What follows belongs to an exercise in optimizing a design on an open flow for small area; a production flow would make more cautious choices.
Function was checked by simulation only, so behaviour that the tests miss may differ from the original.
Power and IR drop assume default switching activity.

$ cat flow/config.mk
export PLATFORM = sky130hd
export DESIGN_NAME = PWU
export DESIGN_NICKNAME = PWU
export VERILOG_FILES = /design/flow/design.v
export SDC_FILE = /design/flow/constraint.sdc
export NUM_CORES = 4
export LEC_CHECK = 0
export CAP_MARGIN = 20
export CORE_MARGIN = 2
export CORE_UTILIZATION = 40
export SLEW_MARGIN = 20
$ cat flow/constraint.sdc
create_clock -name core_clock -period 4.0 [get_ports {clk_i}]
set_input_delay 0.8000 -clock core_clock [delete_from_list [all_inputs] [get_ports {clk_i}]]
set_output_delay 0.8000 -clock core_clock [all_outputs]
set_load 0.01 [all_outputs]
$ cat flow/design.v
module walker( 
   va_rdy_o, pa_o, pa_vld_o, pa_fault_o, pw_c_va_o, pw_c_vld_o,
   l1_va_o, l1_cancel_o, l1_va_vld_o, ch_va_o, ch_va_vld_o, stall_o,
   clk_i, resetn_i, va_i, va_vld_i, pw_c_pa_i, l1_pa_i, l1_pa_vld_i,
   ch_fault_i, stall_i
   );
   input logic clk_i;   
   input logic resetn_i;
   input logic [31:0] va_i;
   input logic        va_vld_i;
   output logic       va_rdy_o;
   output logic[27:0] pa_o;
   output logic       pa_vld_o;
   output logic       pa_fault_o;
   output logic [31:0] pw_c_va_o;
   output logic        pw_c_vld_o;
   input logic [15:0]  pw_c_pa_i;
   output logic[27:0] l1_va_o;
   output logic       l1_cancel_o;
   output logic       l1_va_vld_o;
   input logic [31:0] l1_pa_i;
   input logic        l1_pa_vld_i;
   output logic[27:0] ch_va_o;
   output logic       ch_va_vld_o;
   input logic        ch_fault_i;
   output logic       stall_o;
   input logic        stall_i;
   logic [31:0] va_reg;
   logic [3:0]  pw00_03_va_vld_reg;
   logic        ld05_va_vld_reg;
   logic        cancel_fault_reg;
   logic [27:0] ld_va_reg;
   logic        va_rdy_reg;
   assign pw_c_va_o = va_reg;
   assign pw_c_vld_o = pw00_03_va_vld_reg[0];
   always_ff@(posedge clk_i)
   begin
      if (!resetn_i)
      begin
	 va_reg <= 32'h0;
	 pw00_03_va_vld_reg <= 4'h0;
	 ld_va_reg <= 28'h0;
      end
      else
      begin
	 if (!stall_o && !stall_i)
	 begin
	    if (va_vld_i && va_rdy_o) 
	    begin
	       va_reg <= va_i;
	    end
	    pw00_03_va_vld_reg[3:0] <= {pw00_03_va_vld_reg[2:0], va_vld_i && va_rdy_o};
	    ld_va_reg <= {pw_c_pa_i, va_reg[11:0]};	    
	 end
      end
   end
   assign va_rdy_o = va_rdy_reg || (pw00_03_va_vld_reg[3] && !stall_o && !stall_i);
   always @(posedge clk_i)
   begin
      if (!resetn_i)		 
	va_rdy_reg <= 1'b1;
      else
	begin	    
	   if (va_vld_i && (va_rdy_reg || va_rdy_o)) 
	     va_rdy_reg <= 1'b0;
	   else if (!va_rdy_reg && va_rdy_o)
	     va_rdy_reg <= 1'b1;
	end
   end
   assign l1_va_o     = ld_va_reg;
   assign l1_va_vld_o = pw00_03_va_vld_reg[2] && !stall_i;
   assign ch_va_o = ld_va_reg;
   assign ch_va_vld_o = pw00_03_va_vld_reg[2] && !stall_i;
   assign l1_cancel_o = ch_fault_i && !cancel_fault_reg && pw00_03_va_vld_reg[3];
   always@(posedge clk_i)
   begin
      if (!resetn_i)
      begin
	 cancel_fault_reg <= 1'b0;	 
	 ld05_va_vld_reg <= 1'b0;
      end
      else
      begin
	 if (!stall_o && !stall_i) 
	 begin	 
	    ld05_va_vld_reg <= pw00_03_va_vld_reg[3];
	 end
	 if (pw00_03_va_vld_reg[3])
	   cancel_fault_reg <= l1_cancel_o;
	 else if (cancel_fault_reg && l1_pa_vld_i && !stall_i)
	   cancel_fault_reg <= 1'b0;
      end
   end
   assign stall_o = !ch_fault_i && !l1_pa_vld_i && pw00_03_va_vld_reg[3]; 
   assign pa_o = {va_reg[31:16],l1_pa_i[11:0]};
   assign pa_vld_o = (l1_pa_vld_i || cancel_fault_reg) && pw00_03_va_vld_reg[3];
   assign pa_fault_o = cancel_fault_reg;
endmodule
module PWU 
( 
   va_rdy_o, pa_o, pa_vld_o, pa_fault_o, pw_c_va_o, pw_c_vld_o,
   l1_va_o, l1_cancel_o, l1_va_vld_o, ch_va_o, ch_va_vld_o,
   clk_i, resetn_i, va_i, va_vld_i, pa_rdy_i, pw_c_pa_i, l1_pa_i,
   l1_pa_vld_i, ch_fault_i
   );
   input logic clk_i;   
   input logic resetn_i;
   input logic [31:0] va_i;
   input logic        va_vld_i;
   output logic       va_rdy_o;
   output logic[27:0] pa_o;
   output logic       pa_vld_o;
   output logic       pa_fault_o;
   input logic        pa_rdy_i;
   output logic [31:0] pw_c_va_o;
   output logic        pw_c_vld_o;
   input logic [15:0]  pw_c_pa_i;
   output logic[27:0] l1_va_o;
   output logic       l1_cancel_o;
   output logic       l1_va_vld_o;
   input logic [31:0] l1_pa_i;
   input logic        l1_pa_vld_i;
   output logic[27:0] ch_va_o;
   output logic       ch_va_vld_o;
   input logic        ch_fault_i;
   logic [1:0]      walk_sel_reg;
   logic [3:0][1:0] walk_sel_pw00_03_reg;
   logic walkers_ready_s;
   logic walkers_stall_s;
   logic [3:0]       va_rdy_s;
   logic [3:0][27:0] pa_s;
   logic [3:0]       pa_vld_s;
   logic [3:0]       pa_fault_s;
   logic [3:0][31:0] pw_c_va_s;
   logic [3:0]       pw_c_vld_s;
   logic [3:0][27:0] l1_va_s;
   logic [3:0]       l1_cancel_s;
   logic [3:0]       l1_va_vld_s;
   logic [3:0][27:0] ch_va_s;
   logic [3:0]       ch_va_vld_s;
   logic [3:0]       stall_s;
   logic [3:0]       va_vld_s;
   always_ff@(posedge clk_i)
   begin
      if (!resetn_i)
      begin
	walk_sel_reg <= 2'h0;
	 for (int i=0; i<4;i++)
	   walk_sel_pw00_03_reg[i] <= 2'h0;
      end
      else
      begin
	 if (walkers_ready_s && va_vld_i && !walkers_stall_s)
	 begin
	    walk_sel_reg <= walk_sel_reg + 1; 
	 end
	 if (!walkers_stall_s)
	 begin
	    walk_sel_pw00_03_reg <= {walk_sel_pw00_03_reg[2:0], walk_sel_reg}; 
	 end
      end      
   end
   assign walkers_ready_s = va_rdy_s != 0;
   assign va_rdy_o = walkers_ready_s;
   always_comb
   begin
      va_vld_s = 4'h1;
      for (int i=0; i<4; i++)
	if (walk_sel_reg == i[1:0])
	begin
	   va_vld_s[i] = 1'b1;
	end
   end
   assign pw_c_vld_o = pw_c_vld_s[walk_sel_pw00_03_reg[0]];
   assign pw_c_va_o  = pw_c_va_s[walk_sel_pw00_03_reg[0]];
   assign l1_va_o     = l1_va_s[walk_sel_pw00_03_reg[2]];
   assign l1_va_vld_o = l1_va_vld_s[walk_sel_pw00_03_reg[2]];
   assign ch_va_o = ch_va_s[walk_sel_pw00_03_reg[2]];
   assign ch_va_vld_o = ch_va_vld_s[walk_sel_pw00_03_reg[2]];
   assign l1_cancel_o = l1_cancel_s[walk_sel_pw00_03_reg[3]];
   assign walkers_stall_s = stall_s != 0 || (pa_vld_o && !pa_rdy_i);
   generate
      for (genvar i=0; i<4; i++)
      begin
	 walker walker_inst( 
			    .va_rdy_o		(va_rdy_s[i]),	  
			    .pa_o		(pa_s[i]),	  
			    .pa_vld_o		(pa_vld_s[i]),	  
			    .pa_fault_o		(pa_fault_s[i]),  
			    .pw_c_va_o		(pw_c_va_s[i]),	  
			    .pw_c_vld_o		(pw_c_vld_s[i]),  
			    .l1_va_o		(l1_va_s[i]),	  
			    .l1_cancel_o	(l1_cancel_s[i]),  
			    .l1_va_vld_o	(l1_va_vld_s[i]),  
			    .ch_va_o		(ch_va_s[i]),	  
			    .ch_va_vld_o	(ch_va_vld_s[i]),  
			    .stall_o		(stall_s[i]),	  
			    .clk_i		(clk_i),
			    .resetn_i		(resetn_i),
			    .va_i		(va_i[31:0]),
			    .va_vld_i		(va_vld_s[i]),	  
			    .pw_c_pa_i		(pw_c_pa_i[15:0]),
			    .l1_pa_i		(l1_pa_i[31:0]),
			    .l1_pa_vld_i	(l1_pa_vld_i),
			    .ch_fault_i		(ch_fault_i),
			    .stall_i		(walkers_stall_s));  
      end
   endgenerate
   always_ff@(posedge clk_i)
   begin
      if (!resetn_i)
      begin
	 pa_o       <= 28'h0;
	 pa_vld_o   <= 1'b0;
	 pa_fault_o <= 1'b0;
      end
      else
      begin
	 if (pa_rdy_i || (!pa_rdy_i && !pa_vld_o))
	 begin
	    pa_o       <= pa_s[walk_sel_pw00_03_reg[3]];
	    pa_vld_o   <= pa_vld_s[walk_sel_pw00_03_reg[3]];
	    pa_fault_o <= pa_fault_s[walk_sel_pw00_03_reg[3]] || l1_pa_i[31:12] != 0; 
	 end
      end
   end
endmodule
$ cat flow/run.sh
#!/bin/bash
# synth_recipe.tcl (not shown) runs the flow's synth.tcl, then flattens the netlist and writes it again
# the make line also repeats each setting of config.mk as NAME=value (left out here)
make -C /OpenROAD-flow-scripts/flow DESIGN_CONFIG=/design/flow/config.mk WORK_HOME=/design/flow/orfs CLKGATE_MAP_FILE= SYNTH_SCRIPT=/design/flow/synth_recipe.tcl finish
==> flow_metrics.py <==
metrics = {
    "cts": {
        "cts_setup_buffers": 0,
        "cts-resized-gates": 0,
        "ctsHoldBuffers": 0,
        "clockBufferDepth": 3,
        "cts_tree": "built",
        "clkLatencyLatePin_ns": 0.50,
        "cts_buffers": 35,
        "htreeDepth": 2,
        "cts_root_buf": "clkbuf_16",
        "cts_sinks": 304,
        "cts.reportedPaths.clkPinSlew_ns": 0.06,
    },
    "global_route": {
        "first_global_vias": 9479,
        "grt_use_total_pct": 18.6,
        "grt_pass1_wl_mm": 50.3,
        "grt_start_max_net_pins": 104,
        "grt_antenna_before_repair": 1,
        "overflow": 0,
    },
    "logic_synthesis": {
        "postSynthAreaPerCell_um2": 9.73,
        "yosysWarnings": 2,
        "ys_types": 34,
        "syn_area_um2": 12800,
        "synth_seq_cells": 304,
        "synth_seq_area_share_pct": 47.4,
        "synth_nets": 1408,
        "synthCells": 1319,
    },
    "placement": {
        "gp_congestion": 0.736,
        "hpwl_mm": 19.4,
        "place_ws_ns": 0.598,
        "port_buffers": 208,
    },
    "sta": {
        "slew_viol_final": 0,
        "max_freq_mhz": 292,
        "setup_viol": 0,
        "rsz0062_at_grt": "no",
        "timing.hold.ws_ns": 0.445,
        "finalHoldViolations": 0,
        "tns_ns": 0,
        "clock_skew_ns": 0.00978,
        "max_slew_margin_pct": 31.1,
        "fin_crit_sh_pct": 85.6,
        "final.min_clock_period_ns": 3.42,
        "tightest_slew_ns": 1.03,
        "setup_ws_ns": 0.575,
    },
    "power_and_ir_drop": {
        "power.density_nw_per_um2": 455,
        "leakage_nw": 5.72,
        "power.switching_mw": 1.71,
        "internal_power_mw": 5.63,
        "finalPower_mw": 7.34,
        "swShare_pct": 23.3,
        "power_frac_seq_pct": 44.7,
        "ir_worst_vdd_uv": 249,
        "p_comb_share_pct": 10.8,
        "p_clk_share_pct": 44.4,
    },
    "cells_and_area": {
        "largest_reg_flops": 128,
        "syn_to_final_growth_pct": 25.9,
        "drive_gt1_share_pct": 11.7,
        "fin_util_pct": 51.2,
        "num-nets-final": 1542,
    },
    "floorplan": {
        "dieArea_um2": 33500,
        "die_width_um": 183,
        "core_region_area_um2": 31600,
        "core.rowCount": 65,
        "io_pins": 209,
        "start_util_pct": 40.7,
        "die_y_um": 183,
    },
    "critical_path": {
        "r2r_start": "genblk1[0].walker_inst.pw00_03_va_vld_reg[3]",
        "r2r_cells": 5,
        "critPathKind": "input pin to output port",
        "crit_required_ns": 3.20,
        "r2r_end": "walk_sel_reg[1]",
        "crit_end": "ch_va_vld_o",
        "reg2reg_slack_ns": 1.67,
        "end_kind": "output port",
        "startpoint_type": "input pin",
        "cp.arrival_ns": 2.62,
        "crit_start": "l1_pa_vld_i",
        "worstPathMaxFanout": 10,
    },
    "drt": {
        "drt-total-wl_mm": 31.5,
        "detail_route.vias_per_cell": 5.13,
        "vias": 9661,
        "ant_nets": 0,
        "drt_iter0_markers": 519,
        "drc": 0,
        "wl_per_cell_um": 16.8,
        "firstDrtPassIters": 5,
    },
    "job": {
        "drv_cap": 0,
    },
    "run_status": {
        "status": "no timing/DRC/antenna violations",
    },
    "hold_path": {
        "hold_path.class": "register to register",
        "holdCritStartpoint": "walk_sel_pw00_03_reg[3]",
        "hold_depth": 2,
    },
}
-- power groups by stage --
stage | logic [mW] | registers [mW] | clock network (mW)
after floorplan | 0.482 | 3.32 | 0
after global placement | 0.799 | 3.35 | 0
after detailed placement | 0.805 | 3.35 | 0
after CTS | 0.809 | 3.29 | 3.34
after global routing | 0.860 | 3.31 | 3.48
final | 0.796 | 3.28 | 3.26
-- cells in the mapped netlist --
| cell type | number | area, um^2 |
|---|---|---|
| nand2_1 | 441 | 1660 |
| nor3_1 | 1 | 5.00 |
| ha_1 | 3 | 37.5 |
| nor3b_1 | 4 | 30.0 |
| o31ai_1 | 1 | 7.51 |
| nor4_4 | 1 | 21.3 |
| buf_4 | 45 | 338 |
| o21ai_4 | 1 | 16.3 |
| a32oi_1 | 1 | 8.76 |
| buf_2 | 30 | 150 |
| and2_1 | 5 | 31.3 |
| nor2b_1 | 1 | 6.26 |
| mux4_2 | 80 | 1800 |
| clkbuf_1 | 53 | 199 |
| nor2_1 | 7 | 26.3 |
| a31oi_1 | 4 | 25.0 |
| a21oi_1 | 169 | 846 |
| dfxtp_1 | 304 | 6090 |
| nor4_1 | 6 | 37.5 |
| mux2i_1 | 129 | 1290 |
| nand2b_1 | 1 | 6.26 |
| buf_1 | 2 | 7.51 |
| o311a_1 | 1 | 10.0 |
| o221a_2 | 1 | 11.3 |
| o21a_1 | 5 | 37.5 |
| inv_1 | 4 | 15.0 |
| o21ai_0 | 8 | 40.0 |
| nand3_1 | 1 | 5.00 |
| nor2_2 | 1 | 6.26 |
| or2_1 | 1 | 6.26 |
| and3b_1 | 1 | 8.76 |
| buf_6 | 3 | 33.8 |
| nand3b_1 | 2 | 15.0 |
| and3_1 | 2 | 12.5 |
-- cell type report --
type / count / area [um^2]
clock buffers: 55 / 1100
flip-flops and latches: 304 / 6090
diodes: 1 / 2.50
well taps: 402 / 503
fillers: 2922 / 15400
multi-input cells: 878 / 6040
inverters: 4 / 17.5
clock inverters: 8 / 92.6
repair buffers: 230 / 2310
-- metrics by stage --
stage / std cells / cell area (um^2)
CTS: 1881 / 16200
detailed placement: 1818 / 15000
finish: 1882 / 16200
global placement: 1818 / 15000
global route: 1881 / 16200
floorplan: 1319 / 12800
-- routing by layer --
layer | vias to the layer above | share of wire, % | track usage [%]
met2 | 199 | 47 | 31.3
met4 | 0 | 1.4 | 4.22
met3 | 33 | 4.6 | 3.34
li1 | 4756 | - | -
met5 | - | 0 | 0
met1 | 4673 | 47 | 25.1
-- logic make-up after synthesis --
family                   synth area share [%]
AO/OA/AOI/OAI                            7.81
adder cells (fa/ha/maj)                 0.292
AND/OR/NAND/NOR                          14.6
flip-flops                               47.4
multiplexers                             24.1
buffers and inverters                    5.79
-- critical path, cell delays in order --
cell and delay [ns]:
clkdlybuf4s50_1 0.56, or2_1 0.40, o21a_4 0.23, and2_1 0.15, clkdlybuf4s50_1 0.48
-- worst min path at each step --
stage,to,slack [ns]
2_1_floorplan,genblk1[1].walker_inst.va_reg[12],0.43
3_3_place_gp,walk_sel_pw00_03_reg[4],0.43
3_5_place_dp,walk_sel_pw00_03_reg[5],0.44
4_1_cts,walk_sel_pw00_03_reg[5],0.45
5_1_grt,walk_sel_pw00_03_reg[4],0.46
6_report,walk_sel_pw00_03_reg[5],0.45
-- cells in the final DEF, fill, tap and decap left out, drive strengths merged, types with 8 or more instances in the layout --
master / Yosys / final
buf: 80 / 23
o21ai: 9 / 9
mux4: 80 / 80
clkbuf: 53 / 55
mux2i: 129 / 129
a21oi: 169 / 169
dfxtp: 304 / 304
nand2: 441 / 441
clkdlybuf4s50: 0 / 207
nor2: 8 / 8

afterwards: timing with drivers on the ports:
The results above use ideal ports. As a check the final layout listed here was re-extracted and re-timed, cells and wires unchanged.
Step 1 (the two cells are an assumption about what drives the block):
set clk [get_ports {clk_i}]
set_driving_cell -lib_cell sky130_fd_sc_hd__clkbuf_16 $clk
set_driving_cell -lib_cell sky130_fd_sc_hd__buf_2 [delete_from_list [all_inputs] $clk]
Step 2 also shifts input and output timing later by t, the mid clock arrival at the registers, as if the neighbouring blocks saw the same clock.
Three values: no drivers, after step 1, after step 2; two values: the first two.
t (ns): 0.546
setup WS [ns]: 0.575 / 0.542 / 0.542
clock arrival spread, ns: 0.011 / 0.011
After both steps this run still meets setup and hold. For this run, drivers alone change the setup slack by -0.033 ns; drivers and shift together by -0.033 ns.
